This is an optimization exercise on Yosys and OpenROAD, whose aim is small area, not a production implementation. Function was checked by simulation only, so behaviour that the tests miss may differ from the original.

==> 07-24: inputs <==
Design vga_ttop, start of the top module:
module vga_ttop(
    input  wire        sys_clk,
    input  wire        sys_rst_n,
    input  wire        btn_next,
    output wire        hsync,
    output wire        vsync,
    output wire [15:0] rgb
);
==> module vga_ttop, before the edit <==
module vga_ttop(
    input  wire        sys_clk,
    input  wire        sys_rst_n,
    input  wire        btn_next,
    output wire        hsync,
    output wire        vsync,
    output wire [15:0] rgb
);
    reg key_reg0, key_reg1, key_reg2;
    always @(posedge sys_clk or negedge sys_rst_n) begin
        if (!sys_rst_n) begin
            key_reg0 <= 1'b1;
            key_reg1 <= 1'b1;
            key_reg2 <= 1'b1;
        end else begin
            key_reg0 <= btn_next;
            key_reg1 <= key_reg0;
            key_reg2 <= key_reg1;
        end
    end
    wire key_edge = ~key_reg1 & key_reg2;
    reg sel_must, sel_end;
    always @(posedge sys_clk or negedge sys_rst_n) begin
        if (!sys_rst_n) begin
            sel_must <= 1'b0;
            sel_end  <= 1'b0;
        end else if (key_edge) begin
            sel_must <= ~sel_must & ~sel_end;
            sel_end  <= sel_must;
        end
    end
    wire sel_bar = ~sel_must & ~sel_end;
    reg [10:0] hc;
    wire [10:0] hc_inc = hc + 11'd1;
    wire hwrap = hc[10] & ~hc[9] & hc[8] & (&hc[4:0]);    
    always @(posedge sys_clk or negedge sys_rst_n) begin
        if (!sys_rst_n)
            hc <= 11'd1761;
        else
            hc <= {hc_inc[10], hc_inc[9] | hwrap, hc_inc[8] & ~hwrap,
                   hc_inc[7] | hwrap, hc_inc[6] | hwrap, hc_inc[5:0]};
    end
    reg [9:0] vc;
    wire [9:0] vc_inc = vc + {9'd0, hwrap};
    wire vclr = hwrap & vc[9] & vc[3] & vc[2];            
    always @(posedge sys_clk or negedge sys_rst_n) begin
        if (!sys_rst_n)
            vc <= 10'd490;
        else
            vc <= vc_inc & ~({10{vclr}} & 10'b10_0000_1101);
    end
    wire [9:0] x = hc[10:1];
    wire [9:0] y = vc;
    assign hsync = x[9] & x[8] & ~(x[7] & x[6] & (x[5] | x[4]));    
    assign vsync = (y[9:1] == 9'd245);                               
    wire active = (~x[9] | (~x[8] & ~x[7])) & ~y[9] & ~(y[8] & y[7] & y[6] & y[5]);
    wire [3:0] b = x[9:6];
    wire g0  = b[2] | (b[3] & ~b[0]);                                         
    wire g4  = b[2] | b[3];                                                   
    wire g5  = (~b[2] & b[1]) | (~b[1] & ~b[0] & (b[2] | b[3]));              
    wire g10 = b[3] | (~b[2] & (b[1] | b[0])) | (b[2] & ~b[1] & ~b[0]);       
    wire lo3 = ~b[3] & ~b[2] & ~(b[1] & b[0]);                                
    wire g11 = lo3 | (b[2] & b[1]) | (b[3] & ~b[0]);                          
    wire g12 = lo3 | (b[2] & b[1] & b[0]) | (b[3] & ~b[0]);                   
    wire g15 = ~b[2] | (b[1] & b[0]);                                         
    wire [15:0] bar = {g15, g11, g12, g12, g11, g10, g5, g5, g5, g5, g5, g4, g0, g0, g0, g0};
    wire pix;
    pic_pix u_pix (.sel_end(sel_end), .pix_x(x), .pix_y(y), .draw(pix));
    wire white = ~sel_bar & pix;
    assign rgb = active ? ((sel_bar ? bar : 16'h0000) | {16{white}}) : 16'h0000;
endmodule
==> flow/config.mk <==
export PLATFORM = sky130hd
export DESIGN_NAME = vga_ttop
export DESIGN_NICKNAME = vga_ttop
export VERILOG_FILES = /design/flow/design.v
export SDC_FILE = /design/flow/constraint.sdc
export NUM_CORES = 4
export LEC_CHECK = 0
export CAP_MARGIN = 20
export CORE_MARGIN = 2
export CORE_UTILIZATION = 40
export SLEW_MARGIN = 20
==> flow/constraint.sdc <==
create_clock -name core_clock -period 20.0 [get_ports {sys_clk}]
set_input_delay 4.0000 -clock core_clock [delete_from_list [all_inputs] [get_ports {sys_clk}]]
set_output_delay 4.0000 -clock core_clock [all_outputs]
set_load 0.01 [all_outputs]
standard.sh (not shown) runs the stock make flow with config.mk's settings and CLKGATE_MAP_FILE= SYNTH_SCRIPT=/design/flow/synth_recipe.tcl, a recipe that flattens the netlist after the stock synthesis.
==> flow/flow/run.sh <==
#!/bin/bash
# Own layout flow: the standard synthesis, its combinational logic re-mapped for
# area (flip-flops untouched), then the standard ORFS layout with port buffers
# of the smallest buffer and a clock tree without dummy loads.
set -euo pipefail
W=$PWD
R=$W/orfs/results/$FLOW_PLATFORM/vga_ttop/base
LIB=$FLOW_HOME/platforms/$FLOW_PLATFORM/lib/sky130_fd_sc_hd__tt_025C_1v80.lib

bash standard.sh "$R/1_2_yosys.v" > synth.log 2>&1
cp "$R/1_2_yosys.v" std_netlist.v
ln -sf "$LIB" lib.lib
python3 flow/mkmodels.py "$LIB" models.v > models.log 2>&1
yosys -s flow/reopt.ys > reopt.log 2>&1
cp reopt_netlist.v "$R/1_2_yosys.v"

export BUFFER_PORTS_ARGS="-buffer_cell sky130_fd_sc_hd__buf_1"
export CTS_ARGS="-sink_clustering_enable -repair_clock_nets -dont_use_dummy_load"
bash standard.sh finish > layout.log 2>&1
==> flow/flow/area.abc <==
strash
&get -n
&deepsyn -T 60
&put
dch -f
amap
topo
==> flow/flow/reopt.ys <==
# Re-map the combinational logic of the standard synthesis for area. Every
# flip-flop is a blackbox here, so its instance, name and cell stay as they are.
read_verilog -lib models.v
read_verilog std_netlist.v
hierarchy -top vga_ttop
read_verilog -overwrite models.v
hierarchy -top vga_ttop
tee -o reopt_before.txt stat -liberty lib.lib
flatten
opt -purge
techmap
opt -fast -purge
abc -script flow/area.abc -liberty lib.lib -dont_use sky130_fd_sc_hd__probe_p_8 -dont_use sky130_fd_sc_hd__probec_p_8 -dont_use sky130_fd_sc_hd__lpflow_*
opt_clean -purge
hilomap -singleton -hicell sky130_fd_sc_hd__conb_1 HI -locell sky130_fd_sc_hd__conb_1 LO
splitnets
opt_clean -purge
tee -o reopt_after.txt stat -liberty lib.lib
write_verilog -noattr -nohex -nodec reopt_netlist.v
Other scripts of this flow, unchanged in this note and not shown: flow/flow/mkmodels.py
==> inputs of 04-21, as changes to 07-24 <==
--- a/flow/design.v
+++ b/flow/design.v
@@ -1109,17 +1109,17 @@
     output wire [15:0] rgb
 );
-    reg key_reg0, key_reg1, key_reg2;
+    reg key_n0, key_n1, key_n2;
     always @(posedge sys_clk or negedge sys_rst_n) begin
         if (!sys_rst_n) begin
-            key_reg0 <= 1'b1;
-            key_reg1 <= 1'b1;
-            key_reg2 <= 1'b1;
+            key_n0 <= 1'b0;
+            key_n1 <= 1'b0;
+            key_n2 <= 1'b0;
         end else begin
-            key_reg0 <= btn_next;
-            key_reg1 <= key_reg0;
-            key_reg2 <= key_reg1;
+            key_n0 <= ~btn_next;
+            key_n1 <= key_n0;
+            key_n2 <= key_n1;
         end
     end
-    wire key_edge = ~key_reg1 & key_reg2;
+    wire key_edge = key_n1 & ~key_n2;    
     reg sel_must, sel_end;
     always @(posedge sys_clk or negedge sys_rst_n) begin
@@ -1133,22 +1133,28 @@
     end
     wire sel_bar = ~sel_must & ~sel_end;
-    reg [10:0] hc;
+    localparam [10:0] HC_RST = 11'd1761;
+    reg  [10:0] hc_q;
+    wire [10:0] hc = hc_q ^ HC_RST;
     wire [10:0] hc_inc = hc + 11'd1;
     wire hwrap = hc[10] & ~hc[9] & hc[8] & (&hc[4:0]);    
+    wire [10:0] hc_next = {hc_inc[10], hc_inc[9] | hwrap, hc_inc[8] & ~hwrap,
+                           hc_inc[7] | hwrap, hc_inc[6] | hwrap, hc_inc[5:0]};
     always @(posedge sys_clk or negedge sys_rst_n) begin
         if (!sys_rst_n)
-            hc <= 11'd1761;
+            hc_q <= 11'd0;
         else
-            hc <= {hc_inc[10], hc_inc[9] | hwrap, hc_inc[8] & ~hwrap,
-                   hc_inc[7] | hwrap, hc_inc[6] | hwrap, hc_inc[5:0]};
+            hc_q <= hc_next ^ HC_RST;
     end
-    reg [9:0] vc;
+    localparam [9:0] VC_RST = 10'd490;
+    reg  [9:0] vc_q;
+    wire [9:0] vc = vc_q ^ VC_RST;
     wire [9:0] vc_inc = vc + {9'd0, hwrap};
     wire vclr = hwrap & vc[9] & vc[3] & vc[2];            
+    wire [9:0] vc_next = vc_inc & ~({10{vclr}} & 10'b10_0000_1101);
     always @(posedge sys_clk or negedge sys_rst_n) begin
         if (!sys_rst_n)
-            vc <= 10'd490;
+            vc_q <= 10'd0;
         else
-            vc <= vc_inc & ~({10{vclr}} & 10'b10_0000_1101);
+            vc_q <= vc_next ^ VC_RST;
     end
     wire [9:0] x = hc[10:1];
==> flow/flow/run.sh (replaced) <==
#!/bin/bash
# Own layout flow: the standard synthesis; its combinational logic re-mapped for
# area with a few ABC scripts in parallel (flip-flops untouched), keeping the
# smallest netlist; then the standard ORFS layout, with port buffers of the
# smallest buffer and a clock tree without dummy loads.
set -euo pipefail
W=$PWD
R=$W/orfs/results/$FLOW_PLATFORM/vga_ttop/base
LIB=$FLOW_HOME/platforms/$FLOW_PLATFORM/lib/sky130_fd_sc_hd__tt_025C_1v80.lib

bash standard.sh "$R/1_2_yosys.v" > synth.log 2>&1
cp "$R/1_2_yosys.v" std_netlist.v
ln -sf "$LIB" lib.lib
python3 flow/mkmodels.py "$LIB" models.v > models.log 2>&1

for i in 1 2 3 4; do
  mkdir -p reopt$i
  cp flow/area$i.abc reopt$i/area.abc
  (cd reopt$i && yosys -s ../flow/reopt.ys > reopt.log 2>&1) &
done
wait

best=""; best_area=""
for i in 1 2 3 4; do
  a=$(grep 'Chip area' reopt$i/reopt_after.txt 2>/dev/null | head -1 | awk '{print $NF}' || true)
  echo "reopt$i: ${a:-failed}" >> reopt_summary.log
  [ -n "$a" ] && [ -s reopt$i/reopt_netlist.v ] || continue
  if [ -z "$best" ] || awk -v a="$a" -v b="$best_area" 'BEGIN{exit !(a < b)}'; then
    best=$i; best_area=$a
  fi
done
echo "chosen: reopt$best ($best_area)" >> reopt_summary.log
cp reopt$best/reopt_netlist.v "$R/1_2_yosys.v"

export BUFFER_PORTS_ARGS="-buffer_cell sky130_fd_sc_hd__buf_1"
export CTS_ARGS="-sink_clustering_enable -repair_clock_nets -dont_use_dummy_load"
bash standard.sh finish > layout.log 2>&1
==> flow/flow/area1.abc (new file) <==
strash
&get -n
&deepsyn -T 20 -I 5
&put
dch -f
amap
topo
==> flow/flow/area2.abc (new file) <==
strash
&get -n
&deepsyn -T 30 -I 8
&put
dch -f
amap
topo
==> flow/flow/area3.abc (new file) <==
strash
&get -n
&deepsyn -T 60
&put
dch -f
amap
topo
==> flow/flow/area4.abc (new file) <==
strash
dch -f
amap
topo
==> flow/flow/reopt.ys (replaced) <==
# Re-map the combinational logic of the standard synthesis for area. Every
# flip-flop is a blackbox here, so its instance, name and cell stay as they are.
read_verilog -lib ../models.v
read_verilog ../std_netlist.v
hierarchy -top vga_ttop
read_verilog -overwrite ../models.v
hierarchy -top vga_ttop
tee -o reopt_before.txt stat -liberty ../lib.lib
flatten
opt -purge
techmap
opt -fast -purge
abc -script area.abc -liberty ../lib.lib -dont_use sky130_fd_sc_hd__probe_p_8 -dont_use sky130_fd_sc_hd__probec_p_8 -dont_use sky130_fd_sc_hd__lpflow_*
opt_clean -purge
hilomap -singleton -hicell sky130_fd_sc_hd__conb_1 HI -locell sky130_fd_sc_hd__conb_1 LO
splitnets
opt_clean -purge
tee -o reopt_after.txt stat -liberty ../lib.lib
write_verilog -noattr -nohex -nodec reopt_netlist.v
Settings changed: ABC_AREA set to 1.
removed: flow/flow/area.abc
==> impl_metrics.toml <==
[outcome]
run_status = "no timing/DRC/antenna violations"

[power_and_ir_drop]
powerSeq_mw = 0.0568

[cells_and_area]
multi_input_cells = 385
clock_area_share_pct = 1.31

[critical_path]
crit_path_max_incr_delay_ns = 0.59
crit_top_cell = "nor2_1"

[timing]
maxSlewHeadroom_pct = 45.3

[grt]
met2_usage_pct = 40.7
The numbers above come from 07-24.

==> impl_metrics.toml <==
[outcome]
run_status = "no timing/DRC/antenna violations"

[critical_path]
crit_top_cell = "o21ai_0"
worstPathArrival_ns = 5.77
crit_path_max_incr_delay_ns = 0.51

[cells_and_area]
multi_input_cells = 358

[power_and_ir_drop]
powerSeq_mw = 0.0566
The numbers above come from 04-21.

port drivers added, routing unchanged:
In the flow no input, the clock included, has a driving cell. The finished layouts below were timed again as built, in two steps.
Step 1: set_driving_cell puts a clkbuf_16 on sys_clk and a buf_2 on each other input, an assumption about the parent block.
Step 2 moves the port delays by t, midway between the first and last clock arrival at a register: inputs arrive t later, outputs are due t later. That takes back most of the time a late clock gives input paths.
a / b / c = ideal / step 1 / step 2; a / b = the first two.
run	t, ns	setup slack, ns	worst setup path after step 2	clock arrival spread, ns	worst slew at a driven data input, ns
07-24	0.297	9.660 / 9.630 / 9.928	register to output	0.007 / 0.007	0.03
04-21	0.301	10.232 / 10.202 / 10.504	register to output	0.003 / 0.003	0.03
After both steps every run listed still meets setup and hold.
